Background: an optimization exercise with open tools, aiming at small area. Do not read the settings as production practice.
Where RTL was checked, it was by simulation tests only, not by an equivalence proof against the original.

## exp/cedar
// uart_caesar_decoder
module uart_caesar_decoder (
    input  wire       clk,         
    input  wire       rst_n,       
    input  wire       uart_rx,     
    output wire       uart_tx,     
    output wire [3:0] leds         
);
    parameter CLK_FREQ  = 50000000;  
    parameter BAUD_RATE = 1000000;
    wire [7:0] rx_data;
    wire       rx_done;
    wire       tx_idle;
    reg  [7:0] tx_data;
    wire       issue;
    uart_rx #(.CLK_FREQ(CLK_FREQ), .BAUD_RATE(BAUD_RATE)) uart_receiver (
        .clk(clk), .rst_n(rst_n), .rx(uart_rx), .data(rx_data), .done(rx_done));
    uart_tx #(.CLK_FREQ(CLK_FREQ), .BAUD_RATE(BAUD_RATE)) uart_transmitter (
        .clk(clk), .rst_n(rst_n), .tx(uart_tx), .data(tx_data), .start(issue), .idle(tx_idle));
    localparam S_WAIT_SHIFT = 0;
    localparam S_WAIT_MSG   = 1;
    localparam S_DECODE     = 2;
    localparam S_SEND       = 3;
    reg  [1:0] state;
    reg        avail;         
    reg  [7:0] shift;
    reg  [6:0] msg_len;
    reg  [6:0] index;
    reg        overflow_flag;
    reg        active;        
    reg [21:0] blink;
    wire [5:0] phase = blink[5:0];
    wire [5:0] phase_next = {phase[4:0], phase[5] ^ phase[4] ^ (phase[4:0] == 5'd0)};
    always @(posedge clk or negedge rst_n)
        if (!rst_n) blink <= 22'd0;
        else        blink <= {blink[21:6] - (phase == 6'd0), phase_next};
    assign leds = active ? (4'b0001 << ~blink[21:20]) : 4'b0000;
    reg  [511:0] ring;
    wire         slot = (phase == index[5:0]);
    wire [6:0]   index_next = {index[6] | (index[5:0] == 6'b100000),
                               index[4:0], index[5] ^ index[4] ^ (index[4:0] == 5'd0)};
    wire [4:0] low   = rx_data[4:0];
    wire       alpha = (rx_data[7:6] == 2'b01) && (low != 0) && (low <= 26);
    wire [7:0] dec   = alpha ? (rx_data - shift + ((low <= shift) ? 8'd26 : 8'd0)) : rx_data;
    wire is_digit = (rx_data >= "0" && rx_data <= "9");
    wire newline  = (rx_data == 8'h0A);
    wire write = (state == S_WAIT_MSG) && avail && !newline && !index[6] && slot;
    wire take  = ((state == S_WAIT_SHIFT) && avail) ||
  ...
For scale: about 8 I/O pins.
==> module uart_caesar_decoder, before the edit <==
module uart_caesar_decoder (
    input  wire       clk,         
    input  wire       rst_n,       
    input  wire       uart_rx,     
    output wire       uart_tx,     
    output wire [3:0] leds         
);
    parameter CLK_FREQ  = 50000000;  
    parameter BAUD_RATE = 1000000;
    wire [7:0] rx_data;
    wire       rx_done;
    wire       tx_idle;
    reg  [7:0] tx_data;
    wire       issue;
    uart_rx #(.CLK_FREQ(CLK_FREQ), .BAUD_RATE(BAUD_RATE)) uart_receiver (
        .clk(clk), .rst_n(rst_n), .rx(uart_rx), .data(rx_data), .done(rx_done));
    uart_tx #(.CLK_FREQ(CLK_FREQ), .BAUD_RATE(BAUD_RATE)) uart_transmitter (
        .clk(clk), .rst_n(rst_n), .tx(uart_tx), .data(tx_data), .start(issue), .idle(tx_idle));
    localparam S_WAIT_SHIFT = 0;
    localparam S_WAIT_MSG   = 1;
    localparam S_DECODE     = 2;
    localparam S_SEND       = 3;
    reg  [1:0] state;
    reg        avail;         
    reg  [7:0] shift;
    reg  [6:0] msg_len;
    reg  [6:0] index;
    reg        overflow_flag;
    reg        active;        
    reg [21:0] blink;
    wire [5:0] phase = blink[5:0];
    wire [5:0] phase_next = {phase[4:0], phase[5] ^ phase[4] ^ (phase[4:0] == 5'd0)};
    always @(posedge clk or negedge rst_n)
        if (!rst_n) blink <= 22'd0;
        else        blink <= {blink[21:6] - (phase == 6'd0), phase_next};
    assign leds = active ? (4'b0001 << ~blink[21:20]) : 4'b0000;
    reg  [511:0] ring;
    wire         slot = (phase == index[5:0]);
    wire [6:0]   index_next = {index[6] | (index[5:0] == 6'b100000),
                               index[4:0], index[5] ^ index[4] ^ (index[4:0] == 5'd0)};
    wire [4:0] low   = rx_data[4:0];
    wire       alpha = (rx_data[7:6] == 2'b01) && (low != 0) && (low <= 26);
    wire [7:0] dec   = alpha ? (rx_data - shift + ((low <= shift) ? 8'd26 : 8'd0)) : rx_data;
    wire is_digit = (rx_data >= "0" && rx_data <= "9");
    wire newline  = (rx_data == 8'h0A);
    wire write = (state == S_WAIT_MSG) && avail && !newline && !index[6] && slot;
    wire take  = ((state == S_WAIT_SHIFT) && avail) ||
                 ((state == S_WAIT_MSG) && avail && (newline || index[6] || slot));
    assign issue = (state == S_SEND) && tx_idle;
    always @(posedge clk)
        ring <= {ring[503:0], write ? dec : ring[511:504]};
    always @(posedge clk or negedge rst_n) begin
        if (!rst_n) begin
            state  <= S_WAIT_SHIFT;
            avail  <= 0;
            active <= 0;
        end else begin
            active <= (state != S_WAIT_SHIFT);
            if (take) avail <= 0;
            else if (rx_done) avail <= 1;
            case (state)
                S_WAIT_SHIFT: if (avail) state <= S_WAIT_MSG;
                S_WAIT_MSG:   if (avail && newline) state <= S_DECODE;
                S_DECODE:     if (overflow_flag || index == msg_len) state <= S_SEND;
                S_SEND:       if (tx_idle && (overflow_flag ? index != 0 : index == msg_len))
                                  state <= S_WAIT_SHIFT;
            endcase
        end
    end
    always @(posedge clk) begin
        if (rx_done && (state == S_DECODE || state == S_SEND || (state == S_WAIT_SHIFT && !avail)))
            shift <= is_digit ? {4'd0, rx_data[3:0]} : rx_data;
        case (state)
            S_WAIT_SHIFT: begin
                index <= 0;
                overflow_flag <= 0;
            end
            S_WAIT_MSG: begin
                if (avail) begin
                    if (newline) begin
                        msg_len <= index;
                        index <= 0;
                    end
                    else if (index[6]) overflow_flag <= 1;
                    else if (slot) index <= index_next;
                end
            end
            S_DECODE: begin
                if (overflow_flag || index == msg_len) index <= 0;
                else index <= index_next;
            end
            S_SEND: begin
                if (tx_idle) begin
                    if (overflow_flag) index <= 1;
                    else if (index != msg_len) index <= index_next;
                end
            end
        endcase
        if (issue) begin
            if (overflow_flag) tx_data <= (index == 0) ? "!" : 8'h0A;
            else if (index == msg_len) tx_data <= 8'h0A;
        end else if (state == S_SEND && !overflow_flag && index != 0 && slot)
            tx_data <= ring[7:0];
    end
endmodule
export LEC_CHECK = 0
export CAP_MARGIN = 0
export CORE_MARGIN = 2
export CORE_UTILIZATION = 50
export PLACE_DENSITY = 0.75
export SLEW_MARGIN = 0
create_clock -name core_clock -period 20.0 [get_ports {clk}]
standard.sh (not shown) runs the stock make flow with config.mk's settings and CLKGATE_MAP_FILE= SYNTH_SCRIPT=/design/flow/synth_recipe.tcl, a recipe that flattens the netlist after the stock synthesis.
==> flow/flow/run.sh <==
#!/bin/bash
# Own layout flow:
#  1. the standard synthesis (unchanged);
#  2. the combinational logic between the registers is mapped again with
#     stronger ABC scripts (several runs in parallel, the smallest netlist
#     that Yosys proves equivalent to the standard one is kept; every
#     register instance stays as the standard synthesis made it);
#  3. the standard layout, with the clock-tree options in flow/cts_args
#     and the settings in flow/extra_env.
# Each tool's output goes to a log_*.log file in the work folder.
set -euo pipefail
W=$(pwd)
F=$W/flow
R=$W/orfs/results/$FLOW_PLATFORM/uart_caesar_decoder/base
PLAT=$FLOW_HOME/platforms/$FLOW_PLATFORM
LIB=$PLAT/lib/sky130_fd_sc_hd__tt_025C_1v80.lib
export CTS_ARGS="-sink_clustering_enable -repair_clock_nets -dont_use_dummy_load"
if [[ -f $F/cts_args ]]; then export CTS_ARGS="$(cat $F/cts_args)"; fi
if [[ -f $F/extra_env ]]; then set -a; source $F/extra_env; set +a; fi

# 1. standard synthesis
bash standard.sh synth > $W/log_1_synth.log 2>&1
cp $R/1_2_yosys.v $W/std_1_2_yosys.v

# 2. re-map the combinational logic
DU=$(sed -n '/DONT_USE_CELLS/,/^$/p' $PLAT/config.mk | grep -o 'sky130_fd_sc_hd__[a-z0-9_]*' | sed 's/^/-dont_use /' | tr '\n' ' ')
mkdir -p $W/resyn
remap() {  # remap NAME ABC_SCRIPT
    yosys -l $W/log_2_resyn_$1.log -p "
read_liberty -ignore_miss_func $LIB
blackbox sky130_fd_sc_hd__df* sky130_fd_sc_hd__edf* sky130_fd_sc_hd__sdf* sky130_fd_sc_hd__dl*
read_verilog $W/std_1_2_yosys.v
hierarchy -top $FLOW_TOP
flatten
opt -purge
abc -liberty $LIB $DU -script $2
opt_clean -purge
hilomap -singleton -hicell sky130_fd_sc_hd__conb_1 HI -locell sky130_fd_sc_hd__conb_1 LO
opt_clean -purge
tee -o $W/resyn/$1.stat stat -liberty $LIB
write_verilog -noattr -nohex -nodec $W/resyn/$1.v
" > /dev/null 2>&1 || true
}
cp $F/resyn.abc $W/resyn/base.abc
remap base $W/resyn/base.abc &
for s in 1 2 3 4 5 6; do
    printf 'strash\n&get -n\n&deepsyn -T %s -o -S %s\n&put\ndch -f\namap -m\ntopo\n' "${DEEPSYN_T:-90}" $s > $W/resyn/ds$s.abc
    remap ds$s $W/resyn/ds$s.abc &
done
wait

# equivalence of a re-mapped netlist with the standard one (registers paired by name)
proven() {
    sed -E 's/\b_([0-9]+)_\b/G_\1_/g' $W/resyn/$1.v > $W/resyn/$1_gate.v
    yosys -l $W/log_2_equiv_$1.log -p "
read_liberty -ignore_miss_func $LIB
read_verilog $W/std_1_2_yosys.v
rename $FLOW_TOP gold
read_verilog $W/resyn/$1_gate.v
rename $FLOW_TOP gate
flatten
async2sync
opt_clean
equiv_make gold gate eq
hierarchy -top eq
equiv_simple -undef
equiv_induct -undef
equiv_status -assert
" > /dev/null 2>&1
}
BEST=""
for n in $(for f in $W/resyn/*.stat; do b=$(basename $f .stat); a=$(grep 'Chip area' $f | awk '{print $NF}'); [[ -n "$a" ]] && echo "$a $b"; done | sort -n | awk '{print $2}'); do
    if proven $n; then BEST=$n; break; fi
done
echo "chosen: ${BEST:-standard}" > $W/resyn/chosen.txt
if [[ -n "$BEST" ]]; then
    cp $W/resyn/$BEST.v $W/resyn_1_2_yosys.v
    cp $W/resyn_1_2_yosys.v $R/1_2_yosys.v
    rm -f $R/1_synth.odb $R/1_synth.sdc
fi

# 3. layout
bash standard.sh finish > $W/log_3_layout.log 2>&1
Other scripts of this flow, unchanged in this note and not shown: flow/flow/cts_args, flow/flow/extra_env, flow/flow/resyn.abc
[inputs] exp/indigo vs exp/cedar
==> flow/design.v, changed modules only <==
module uart_caesar_decoder (
    input  wire       clk,         
    input  wire       rst_n,       
    input  wire       uart_rx,     
    output wire       uart_tx,     
    output wire [3:0] leds         
);
    parameter CLK_FREQ  = 50000000;  
    parameter BAUD_RATE = 1000000;
    wire [7:0] rx_data;
    wire       rx_done;
    wire       tx_idle;
    reg  [7:0] tx_data;
    wire       issue;
    uart_rx #(.CLK_FREQ(CLK_FREQ), .BAUD_RATE(BAUD_RATE)) uart_receiver (
        .clk(clk), .rst_n(rst_n), .rx(uart_rx), .data(rx_data), .done(rx_done));
    uart_tx #(.CLK_FREQ(CLK_FREQ), .BAUD_RATE(BAUD_RATE)) uart_transmitter (
        .clk(clk), .rst_n(rst_n), .tx(uart_tx), .data(tx_data), .start(issue), .idle(tx_idle));
    localparam S_WAIT_SHIFT = 0;
    localparam S_WAIT_MSG   = 1;
    localparam S_DECODE     = 2;
    localparam S_SEND       = 3;
    reg  [1:0] state;
    reg        avail;         
    reg  [7:0] shift;
    reg  [6:0] msg_len;
    reg  [6:0] index;          
    reg        active;        
    reg [21:0] blink;
    wire [5:0] phase = blink[5:0];
    wire [5:0] phase_next = {phase[4:0], phase[5] ^ phase[4] ^ (phase[4:0] == 5'd0)};
    always @(posedge clk or negedge rst_n)
        if (!rst_n) blink <= 22'd0;
        else        blink <= {blink[21:6] - (phase == 6'd0), phase_next};
    assign leds = active ? (4'b0001 << ~blink[21:20]) : 4'b0000;
    reg  [511:0] ring;
    wire         slot = (phase == index[5:0]);
    wire [6:0]   index_next = {index[6] | (index[5:0] == 6'b100000),
                               index[4:0], index[5] ^ index[4] ^ (index[4:0] == 5'd0)};
    wire [4:0] low   = rx_data[4:0];
    wire       alpha = (rx_data[7:6] == 2'b01) && (low != 0) && (low <= 26);
    wire [7:0] dec   = alpha ? (rx_data - shift + ((low <= shift) ? 8'd26 : 8'd0)) : rx_data;
    wire is_digit = (rx_data >= "0" && rx_data <= "9");
    wire newline  = (rx_data == 8'h0A);
    wire overflow_flag = msg_len[6] && msg_len[0];
    wire write = (state == S_WAIT_MSG) && avail && !newline && !index[6] && slot;
    wire take  = ((state == S_WAIT_SHIFT) && avail) ||
                 ((state == S_WAIT_MSG) && avail && (newline || index[6] || slot));
    assign issue = (state == S_SEND) && tx_idle;
    always @(posedge clk)
        ring <= {ring[503:0], write ? dec : ring[511:504]};
    always @(posedge clk or negedge rst_n) begin
        if (!rst_n) begin
            state  <= S_WAIT_SHIFT;
            avail  <= 0;
            active <= 0;
        end else begin
            active <= (state != S_WAIT_SHIFT);
            if (take) avail <= 0;
            else if (rx_done) avail <= 1;
            case (state)
                S_WAIT_SHIFT: if (avail) state <= S_WAIT_MSG;
                S_WAIT_MSG:   if (avail && newline) state <= S_DECODE;
                S_DECODE:     if (overflow_flag || index == msg_len) state <= S_SEND;
                S_SEND:       if (tx_idle && (overflow_flag ? index != 0 : index == msg_len))
                                  state <= S_WAIT_SHIFT;
            endcase
        end
    end
    always @(posedge clk) begin
        if (rx_done && (state == S_DECODE || state == S_SEND || (state == S_WAIT_SHIFT && !avail)))
            shift <= is_digit ? {4'd0, rx_data[3:0]} : rx_data;
        case (state)
            S_WAIT_SHIFT: index <= 0;
            S_WAIT_MSG: begin
                if (avail) begin
                    if (newline) begin
                        msg_len <= index;
                        index <= 0;
                    end
                    else if (index[6]) index <= 7'b1000001;
                    else if (slot) index <= index_next;
                end
            end
            S_DECODE: begin
                if (overflow_flag || index == msg_len) index <= 0;
                else index <= index_next;
            end
            S_SEND: begin
                if (tx_idle) begin
                    if (overflow_flag) index <= 1;
                    else if (index != msg_len) index <= index_next;
                end
            end
        endcase
        if (issue) begin
            if (overflow_flag) tx_data <= (index == 0) ? "!" : 8'h0A;
            else if (index == msg_len) tx_data <= 8'h0A;
        end else if (state == S_SEND && !overflow_flag && index != 0 && slot)
            tx_data <= ring[7:0];
    end
endmodule
- Compared with exp/cedar, in exp/indigo worst clock skew went down; area of the multi-input gates grew by about 1.7%; number of buffers and inverters on the critical path about even.
- [compare] base=exp/cedar new=exp/indigo: synthesized area flat; global routing usage on met3 flat.
- In terms of register area, exp/cedar and exp/indigo differ only marginally.
- Compared with exp/cedar, in exp/indigo total detailed-routing wirelength has decreased, worst slew slack as a fraction of its limit down 6.9 points.

Another version of the RTL of uart_caesar_decoder (not shown whole).
Size: ~1000 cells after synthesis, ~8 I/O pins.
==> module uart_rx, before the edit <==
module uart_rx #(parameter CLK_FREQ = 50000000, parameter BAUD_RATE = 9600)(
    input  wire       clk, rst_n, rx,
    output reg  [7:0] data,
    output wire       done
);
    localparam integer CLKS_PER_BIT = CLK_FREQ / BAUD_RATE;
    localparam integer HALF_BIT = CLKS_PER_BIT / 2;
    reg       rx_sync, rx_reg;
    reg [3:0] state;
    reg [5:0] cnt;
    wire last = (cnt == CLKS_PER_BIT-1);
    assign done = (state == 15) && last;
    always @(posedge clk) begin
        rx_sync <= rx;
        rx_reg  <= rx_sync;
    end
    always @(posedge clk) begin
        if (state >= 7 && state <= 14 && last) data <= {rx_reg, data[7:1]};
    end
    always @(posedge clk or negedge rst_n) begin
        if (!rst_n) state <= 0;
        else if (state == 0) begin
            if (!rx_reg) state <= 6;
        end else if (last) begin
            if (state == 6 && rx_reg) state <= 0;
            else state <= state + 1;
        end
    end
    always @(posedge clk) begin
        if (state == 0) cnt <= CLKS_PER_BIT-1 - HALF_BIT;
        else if (last) cnt <= 0;
        else cnt <= cnt + 1;
    end
endmodule
==> module uart_tx, before the edit <==
module uart_tx #(parameter CLK_FREQ = 50000000, parameter BAUD_RATE = 9600)(
    input  wire       clk, rst_n,
    output wire       tx,
    input  wire [7:0] data,
    input  wire       start,
    output wire       idle
);
    localparam integer CLKS_PER_BIT = CLK_FREQ / BAUD_RATE;
    reg [3:0] state;
    reg [5:0] cnt;
    wire last = (cnt == CLKS_PER_BIT-1);
    assign idle = (state == 0);
    assign tx = state[3] ? data[state[2:0]] : (state != 7);
    always @(posedge clk or negedge rst_n) begin
        if (!rst_n) state <= 0;
        else if (start) state <= 6;
        else if (state != 0 && last) state <= state + 1;
    end
    always @(posedge clk) begin
        if (start) cnt <= 6'h3f;
        else if (last) cnt <= 0;
        else cnt <= cnt + 1;
    end
endmodule
Settings: LEC_CHECK=0, CAP_MARGIN=30, CORE_MARGIN=2, CORE_UTILIZATION=30, SLEW_MARGIN=20; clock period 20.0 ns.
==> flow/flow/run.sh <==
#!/bin/bash
# Own layout flow: the standard synthesis, then the combinational logic is
# re-mapped with a stronger ABC script (every register instance is kept as
# it is), then the standard layout with custom clock-tree options.
set -euo pipefail
W=$(pwd)
F=$W/flow
R=$W/orfs/results/$FLOW_PLATFORM/uart_caesar_decoder/base
PLAT=$FLOW_HOME/platforms/$FLOW_PLATFORM
LIB=$PLAT/lib/sky130_fd_sc_hd__tt_025C_1v80.lib

# 1. standard synthesis
bash standard.sh synth > $W/log_1_synth.log 2>&1

# 2. re-map the combinational logic; flip-flops stay as they are
cp $R/1_2_yosys.v $W/std_1_2_yosys.v
DU=$(sed -n '/DONT_USE_CELLS/,/^$/p' $PLAT/config.mk | grep -o 'sky130_fd_sc_hd__[a-z0-9_]*' | sed 's/^/-dont_use /' | tr '\n' ' ')
yosys -l $W/log_2_resyn.log -p "
read_liberty -ignore_miss_func $LIB
blackbox sky130_fd_sc_hd__df* sky130_fd_sc_hd__edf* sky130_fd_sc_hd__sdf* sky130_fd_sc_hd__dl*
read_verilog $W/std_1_2_yosys.v
hierarchy -top $FLOW_TOP
flatten
opt -purge
abc -liberty $LIB $DU -script $F/resyn.abc
opt_clean -purge
hilomap -singleton -hicell sky130_fd_sc_hd__conb_1 HI -locell sky130_fd_sc_hd__conb_1 LO
opt_clean -purge
tee -o $W/resyn_stat.txt stat -liberty $LIB
write_verilog -noattr -nohex -nodec $W/resyn_1_2_yosys.v
" > /dev/null
cp $W/resyn_1_2_yosys.v $R/1_2_yosys.v
rm -f $R/1_synth.odb $R/1_synth.sdc

# 3. layout
export CTS_ARGS="-sink_clustering_enable -repair_clock_nets -sink_clustering_size 30 -sink_clustering_max_diameter 100 -dont_use_dummy_load"
if [[ -f $F/cts_args ]]; then export CTS_ARGS="$(cat $F/cts_args)"; fi
if [[ -f $F/extra_env ]]; then set -a; source $F/extra_env; set +a; fi
bash standard.sh finish > $W/log_3_layout.log 2>&1
==> flow/flow/cts_args <==
-sink_clustering_enable -repair_clock_nets -sink_clustering_size 22 -sink_clustering_max_diameter 60 -dont_use_dummy_load -buf_list sky130_fd_sc_hd__clkbuf_8
==> flow/flow/extra_env <==
BUFFER_PORTS_ARGS="-buffer_cell sky130_fd_sc_hd__buf_1"
==> flow/flow/resyn.abc <==
strash
dc2
dch -f
amap -m
topo
The baseline produced a clean layout.
Rerun with:
--- a/flow/design.v
+++ b/flow/design.v
@@ -9,5 +9,14 @@
     reg [3:0] state;
     reg [5:0] cnt;
-    wire last = (cnt == CLKS_PER_BIT-1);
+    function [5:0] lfsr_at(input integer k);
+        integer i;
+        begin
+            lfsr_at = 6'd1;
+            for (i = 0; i < k; i = i + 1) lfsr_at = {lfsr_at[4:0], lfsr_at[5] ^ lfsr_at[4]};
+        end
+    endfunction
+    localparam [5:0] LAST  = lfsr_at(CLKS_PER_BIT-1);
+    localparam [5:0] START = lfsr_at(CLKS_PER_BIT-1 - HALF_BIT);
+    wire last = (cnt == LAST);
     assign done = (state == 15) && last;
     always @(posedge clk) begin
@@ -28,7 +37,7 @@
     end
     always @(posedge clk) begin
-        if (state == 0) cnt <= CLKS_PER_BIT-1 - HALF_BIT;
-        else if (last) cnt <= 0;
-        else cnt <= cnt + 1;
+        if (state == 0) cnt <= START;
+        else if (last) cnt <= 6'd1;
+        else cnt <= {cnt[4:0], cnt[5] ^ cnt[4]};
     end
 endmodule
@@ -43,5 +52,14 @@
     reg [3:0] state;
     reg [5:0] cnt;
-    wire last = (cnt == CLKS_PER_BIT-1);
+    function [5:0] lfsr_at(input integer k);
+        integer i;
+        begin
+            lfsr_at = 6'd1;
+            for (i = 0; i < k; i = i + 1) lfsr_at = {lfsr_at[4:0], lfsr_at[5] ^ lfsr_at[4]};
+        end
+    endfunction
+    localparam [5:0] LAST = lfsr_at(CLKS_PER_BIT-1);
+    localparam [5:0] WAIT = lfsr_at(62);    
+    wire last = (cnt == LAST);
     assign idle = (state == 0);
     assign tx = state[3] ? data[state[2:0]] : (state != 7);
@@ -52,7 +70,7 @@
     end
     always @(posedge clk) begin
-        if (start) cnt <= 6'h3f;
-        else if (last) cnt <= 0;
-        else cnt <= cnt + 1;
+        if (start) cnt <= WAIT;
+        else if (last) cnt <= 6'd1;
+        else cnt <= {cnt[4:0], cnt[5] ^ cnt[4]};
     end
 endmodule
After rerunning: The changed run finished with timing, DRC and antenna clean; via count fell by 3.0%; global-route usage fell by 0.19 points; cell count fell by about 2.3%; core utilization fell by 0.22 points; synthesized cell count fell by 3.7%; setup slack got worse by 0.11 ns; non-clock buffer count fell by 2; sequential cell count stays the same; synthesized area fell by about 1.3%; routed wire length fell by 2.3%; die area fell by about 1.2%; critical path depth fell by 3.
For the first run of this note, only the layout was checked, not whether the RTL still works.

-- re-timing with driven ports --
Ports are ideal in the flow. The routed layouts listed here were re-timed in OpenROAD.
Step 1, drivers: a clkbuf_16 drives clk and a buf_2 each remaining input, both assumed.
Step 2 moves the port delays by t, midway between the first and last clock arrival at a register: inputs arrive t later, outputs are due t later. That takes back most of the time a late clock gives input paths.
Three values: no drivers, after step 1, after step 2; two values: the first two.
run	shift t [ns]	slack for setup (ns)	pins driven straight from the clock port
exp/cedar	0.629	14.021 / 13.983 / 14.612	1
exp/indigo	0.605	13.807 / 13.770 / 14.376	1
the first run of note 2	0.566	13.879 / 13.833 / 14.398	1
the second run of note 2	0.588	13.769 / 13.721 / 14.309	1
After both steps setup and hold are still met in every run listed.
